Context: an optimization exercise on an open-source flow, tuned for small area. The choices shown serve that exercise and are no tape-out recipe.
The RTL was checked by simulation tests, not by an equivalence proof against the original design.
No activity file was given, so power comes from the tool's default toggle rates.

==> run A <==
==> flow/design.v <==
module MIPS_ALU (
    input clk,
    input pipeline_flush_i,
    input r_type_i,
    input [6 - 1 : 0] opcode_i,
    input [6 - 1 : 0] funct_i,
    input [32 - 1 : 0] alu_input1_i,
    input [32 - 1 : 0] alu_input2_i,
    input [32 - 1 : 0] pc_i,
    output overflow_o,
    output zero_o,
    output negative_o,
    output [32 - 1 : 0] alu_result_o
);
    reg overflow;
    reg zero;
    reg negative;
    reg [32 - 1 : 0] alu_result;
    assign alu_result_o = alu_result;
    assign overflow_o = overflow;
    assign zero_o = zero;
    assign negative_o = negative;
    always @(posedge clk) begin
        if (r_type_i) begin
            case (funct_i)
                6'h20: begin
                    alu_result = alu_input1_i + alu_input2_i;
                    overflow = (~alu_result[32 - 1] & alu_input1_i[32 - 1] 
                    & alu_input2_i[32 - 1]) | (alu_result[32 - 1] 
                    & ~alu_input1_i[32 - 1] & ~alu_input2_i[32 - 1]);
                end 
                6'h21: begin
                    alu_result = alu_input1_i + alu_input2_i;
                end
                6'h22: begin
                    alu_result = alu_input1_i - alu_input2_i;
                    overflow = (~alu_result[32 - 1] & ~alu_input1_i[32 - 1] 
                    & alu_input2_i[32 - 1]) | (alu_result[32 - 1] 
                    & alu_input1_i[32 - 1] & ~alu_input2_i[32 - 1]);
                end
                6'h23: begin
                    alu_result = alu_input1_i - alu_input2_i;
                end
                6'h24: begin  
                    alu_result = alu_input1_i & alu_input2_i;
                end
                6'h27: begin  
                    alu_result = ~(alu_input1_i | alu_input2_i);
                end
                6'h25: begin  
                    alu_result = alu_input1_i | alu_input2_i;
                end
                6'h26: begin  
                    alu_result = alu_input1_i ^ alu_input2_i;
                end
                6'h00: begin  
                    alu_result = alu_input1_i << alu_input2_i[4:0];
                end
                6'h04: begin  
                    alu_result = alu_input1_i << alu_input2_i[4:0];
                end
                6'h02: begin  
                    alu_result = alu_input1_i >> alu_input2_i[4:0];
                end
                6'h06: begin  
                    alu_result = alu_input1_i >> alu_input2_i[4:0];
                end
                6'h03: begin  
                    alu_result = $signed(alu_input1_i) >>> alu_input2_i[4:0];
                end
                6'h07: begin  
                    alu_result = $signed(alu_input1_i) >>> alu_input2_i[4:0];
                end
                6'h2A: begin  
                    alu_result <= $signed(alu_input1_i) < $signed(alu_input2_i);
                    negative <= $signed(alu_input1_i) < $signed(alu_input2_i);
                end
                6'h08: begin  
                    alu_result = alu_input1_i;
                end
            endcase
        end
        else begin
            case (opcode_i)
                6'h08: begin
                    alu_result = alu_input1_i + alu_input2_i;
                    overflow = (~alu_result[32 - 1] & alu_input1_i[32 - 1] 
                    & alu_input2_i[32 - 1]) | (alu_result[32 - 1] 
                    & ~alu_input1_i[32 - 1] & ~alu_input2_i[32 - 1]);
                end
                6'h09: begin
                    alu_result = alu_input1_i + alu_input2_i;
                end
                6'h0C: begin
                    alu_result = alu_input1_i & alu_input2_i;
                end
                6'h0D: begin
                    alu_result = alu_input1_i | alu_input2_i;
                end
                6'h0E: begin
                    alu_result = alu_input1_i ^ alu_input2_i;
                end
                6'h04: begin
                    alu_result <= alu_input1_i == alu_input2_i;
                    zero <= alu_input1_i == alu_input2_i;
                end
                6'h05: begin
                    alu_result <= alu_input1_i != alu_input2_i;
                    zero <= alu_input1_i == alu_input2_i;
                end
                6'h23: begin
                    alu_result = alu_input1_i + alu_input2_i;
                end
                6'h2B: begin
                    alu_result = alu_input1_i + alu_input2_i;
                end
            endcase
        end
    end
endmodule
==> flow/run.sh <==
#!/bin/bash
# synth_recipe.tcl (not shown) runs the flow's synth.tcl, then flattens the netlist and writes it again
# the make line also repeats each setting of config.mk as NAME=value (left out here)
make -C /OpenROAD-flow-scripts/flow DESIGN_CONFIG=/design/flow/config.mk WORK_HOME=/design/flow/orfs CLKGATE_MAP_FILE= SYNTH_SCRIPT=/design/flow/synth_recipe.tcl finish
==> flow/config.mk <==
export PLATFORM = sky130hd
export DESIGN_NAME = MIPS_ALU
export DESIGN_NICKNAME = MIPS_ALU
export VERILOG_FILES = /design/flow/design.v
export SDC_FILE = /design/flow/constraint.sdc
export NUM_CORES = 4
export LEC_CHECK = 0
export CAP_MARGIN = 20
export CORE_MARGIN = 2
export CORE_UTILIZATION = 40
export SLEW_MARGIN = 20
==> flow/constraint.sdc <==
create_clock -name core_clock -period 6.0 [get_ports {clk}]
set_input_delay 1.2000 -clock core_clock [delete_from_list [all_inputs] [get_ports {clk}]]
set_output_delay 1.2000 -clock core_clock [all_outputs]
set_load 0.01 [all_outputs]
==> inputs of run D, as changes to run A <==
==> flow/design.v (replaced) <==
module MIPS_ALU (
    input clk,
    input pipeline_flush_i,
    input r_type_i,
    input [6 - 1 : 0] opcode_i,
    input [6 - 1 : 0] funct_i,
    input [32 - 1 : 0] alu_input1_i,
    input [32 - 1 : 0] alu_input2_i,
    input [32 - 1 : 0] pc_i,
    output overflow_o,
    output zero_o,
    output negative_o,
    output [32 - 1 : 0] alu_result_o
);
    reg overflow;
    reg zero;
    reg negative;
    reg [32 - 1 : 0] alu_result;
    assign alu_result_o = alu_result;
    assign overflow_o = overflow;
    assign zero_o = zero;
    assign negative_o = negative;
    wire [31:0] a = alu_input1_i;
    wire [31:0] b = alu_input2_i;
    wire [5:0] f = funct_i;
    wire [5:0] o = opcode_i;
    wire r_add  = r_type_i & (f == 6'h20);
    wire r_addu = r_type_i & (f == 6'h21);
    wire r_sub  = r_type_i & (f == 6'h22);
    wire r_subu = r_type_i & (f == 6'h23);
    wire r_and  = r_type_i & (f == 6'h24);
    wire r_or   = r_type_i & (f == 6'h25);
    wire r_xor  = r_type_i & (f == 6'h26);
    wire r_nor  = r_type_i & (f == 6'h27);
    wire r_sll  = r_type_i & (f[5:3] == 3'b000) & (f[1:0] == 2'b00);
    wire r_srl  = r_type_i & (f[5:3] == 3'b000) & (f[1:0] == 2'b10);
    wire r_sra  = r_type_i & (f[5:3] == 3'b000) & (f[1:0] == 2'b11);
    wire r_slt  = r_type_i & (f == 6'h2A);
    wire r_jr   = r_type_i & (f == 6'h08);
    wire i_addi  = ~r_type_i & (o == 6'h08);
    wire i_addiu = ~r_type_i & (o == 6'h09);
    wire i_andi  = ~r_type_i & (o == 6'h0C);
    wire i_ori   = ~r_type_i & (o == 6'h0D);
    wire i_xori  = ~r_type_i & (o == 6'h0E);
    wire i_beq   = ~r_type_i & (o == 6'h04);
    wire i_bne   = ~r_type_i & (o == 6'h05);
    wire i_lw    = ~r_type_i & (o == 6'h23);
    wire i_sw    = ~r_type_i & (o == 6'h2B);
    wire op_add  = r_add | r_addu | r_sub | r_subu | i_addi | i_addiu | i_lw | i_sw;
    wire op_and  = r_and | i_andi;
    wire op_or   = r_or | i_ori;
    wire op_xor  = r_xor | i_xori;
    wire op_nor  = r_nor;
    wire op_shr  = r_srl | r_sra | r_jr;
    wire op_shl  = r_sll;
    wire op_cmp  = r_slt | i_beq | i_bne;
    wire sub     = r_sub | r_subu | r_slt | i_beq | i_bne;
    wire wr_res  = op_add | op_and | op_or | op_xor | op_nor | op_shr | op_shl | op_cmp;
    wire wr_ov   = r_add | r_sub | i_addi;
    wire [31:0] bx = b ^ {32{sub}};
    wire [31:0] p = a ^ bx;
    wire [31:0] g = a & bx;
    wire [32:0] c;
    assign c[0] = sub;
    genvar i, k;
    generate for (k = 0; k < 8; k = k + 1) begin : g_cla
        wire [3:0] gg = g[4*k+3:4*k];
        wire [3:0] pp = p[4*k+3:4*k];
        wire ci = c[4*k];
        assign c[4*k+1] = gg[0] | (pp[0] & ci);
        assign c[4*k+2] = gg[1] | (pp[1] & gg[0]) | (pp[1] & pp[0] & ci);
        assign c[4*k+3] = gg[2] | (pp[2] & gg[1]) | (pp[2] & pp[1] & gg[0]) | (pp[2] & pp[1] & pp[0] & ci);
        assign c[4*k+4] = gg[3] | (pp[3] & gg[2]) | (pp[3] & pp[2] & gg[1]) | (pp[3] & pp[2] & pp[1] & gg[0]) | (pp[3] & pp[2] & pp[1] & pp[0] & ci);
    end endgenerate
    wire [31:0] r = p ^ c[31:0];
    wire ov_add = (~r[31] & a[31] & b[31]) | (r[31] & ~a[31] & ~b[31]);
    wire ov_sub = (~r[31] & ~a[31] & b[31]) | (r[31] & a[31] & ~b[31]);
    wire ov = r_add | i_addi ? ov_add : ov_sub;
    wire lt = (a[31] ^ b[31]) ? a[31] : r[31];
    wire eq = &p;
    wire [4:0] sh = b[4:0] & {5{~r_jr}};
    wire fill = r_sra & a[31];
    wire [31:0] x;
    generate for (i = 0; i < 32; i = i + 1) begin : g_rev_in
        assign x[i] = op_shl ? a[31 - i] : a[i];
    end endgenerate
    wire [31:0] z = $signed({fill, x}) >>> sh;
    wire [31:0] zl;
    generate for (i = 0; i < 32; i = i + 1) begin : g_rev_out
        assign zl[i] = z[31 - i];
    end endgenerate
    wire cmp_bit = r_slt ? lt : (eq ^ i_bne);
    wire [31:0] res =
          ({32{op_add}} & r)
        | ({32{op_and}} & g)
        | ({32{op_or}}  & (p | g))
        | ({32{op_xor}} & p)
        | ({32{op_nor}} & ~(p | g))
        | ({32{op_shr}} & z)
        | ({32{op_shl}} & zl)
        | {31'b0, op_cmp & cmp_bit};
    always @(posedge clk) begin
        if (wr_res) alu_result <= res;
        if (wr_ov) overflow <= ov;
        if (i_beq | i_bne) zero <= eq;
        if (r_slt) negative <= lt;
    end
endmodule
--- a/flow/config.mk
+++ b/flow/config.mk
@@ -6,4 +6,5 @@
 export NUM_CORES = 4
 export LEC_CHECK = 0
+export ABC_AREA = 1
 export CAP_MARGIN = 20
 export CORE_MARGIN = 2
==> comparison table <==
quantity	run D	run A
Result of the run	timing/DRC/antenna clean	timing/DRC/antenna clean
Share of synthesized cell area in full adder, half adder and majority cells	13.77%	10.72%
Timing startpoint of the critical path	r_type_i	alu_input1_i[4]
GRT Total Usage	27.92%	37.76%
Non-clock buffer share of cell area	17.83%	12.54%
Post-route fraction of the period consumed by the critical path	91.60%	84.57%
Final worst slack	504.1 ps	925.9 ps
First-iteration detailed-routing DRC count	753	2329
Data required time at the worst endpoint	6040 ps	6050 ps
Reg power frac	24.7%	16.6%
Clk network pwr share	24.8%	17.6%
Comb. pwr	0.630 mW	1.23 mW
Length of routed met2 wiring	10930 microns	24890 microns
Smallest hold slack	1644 ps	1600 ps
Share of the synthesized area in the top cell type	15.38%	12.40%
Detailed-route wire length on metal 1	11040 microns	24380 microns
Tightest Pin Transition	976.3 ps	1008 ps
Total non-filler cell area in the finished layout	8589 sq um	13610 sq um
Min Tclk post-route	5496 ps	5074 ps
Synthesized netlist net count	1262	1796
Clk power	0.309 mW	0.327 mW
Flip-flop and latch power	0.308 mW	0.309 mW
HPWL reported at the end of detailed placement	20090 microns	45580 microns
Internal portion of total power	0.7599 mW	0.9601 mW
Share of synthesized area spent on multiplexers	1.172%	16.11%
Maximum number of pins on one net before global-route repair	47	63

[afterwards: timing with drivers on the ports]
How much do the figures lean on ideal ports? The routed layouts below were timed once more, with nothing changed but the port constraints. Step 1, drivers: a clkbuf_16 drives clk and a buf_2 each remaining input, both assumed. Step 2 also shifts input and output timing later by t, the mid clock arrival at the registers, as if the neighbouring blocks saw the same clock. Slacks: ideal / step 1 / step 2; pairs: ideal / step 1.
run	shift t [ns]	setup slack, ns	hold WS [ns]	slew at the worst register clock pin (ns)	worst data-port slew with drivers (ns)
run A	0.360	0.926 / 0.951 / 0.591	1.600 / 1.572 / 1.932	0.07 / 0.07	0.05
run D	0.342	0.504 / 0.520 / 0.178	1.644 / 1.632 / 1.974	0.06 / 0.06	0.07
After both steps every run listed still meets setup and hold. For run A, which loses most, drivers alone change the setup slack by +0.025 ns; drivers and shift together by -0.335 ns.
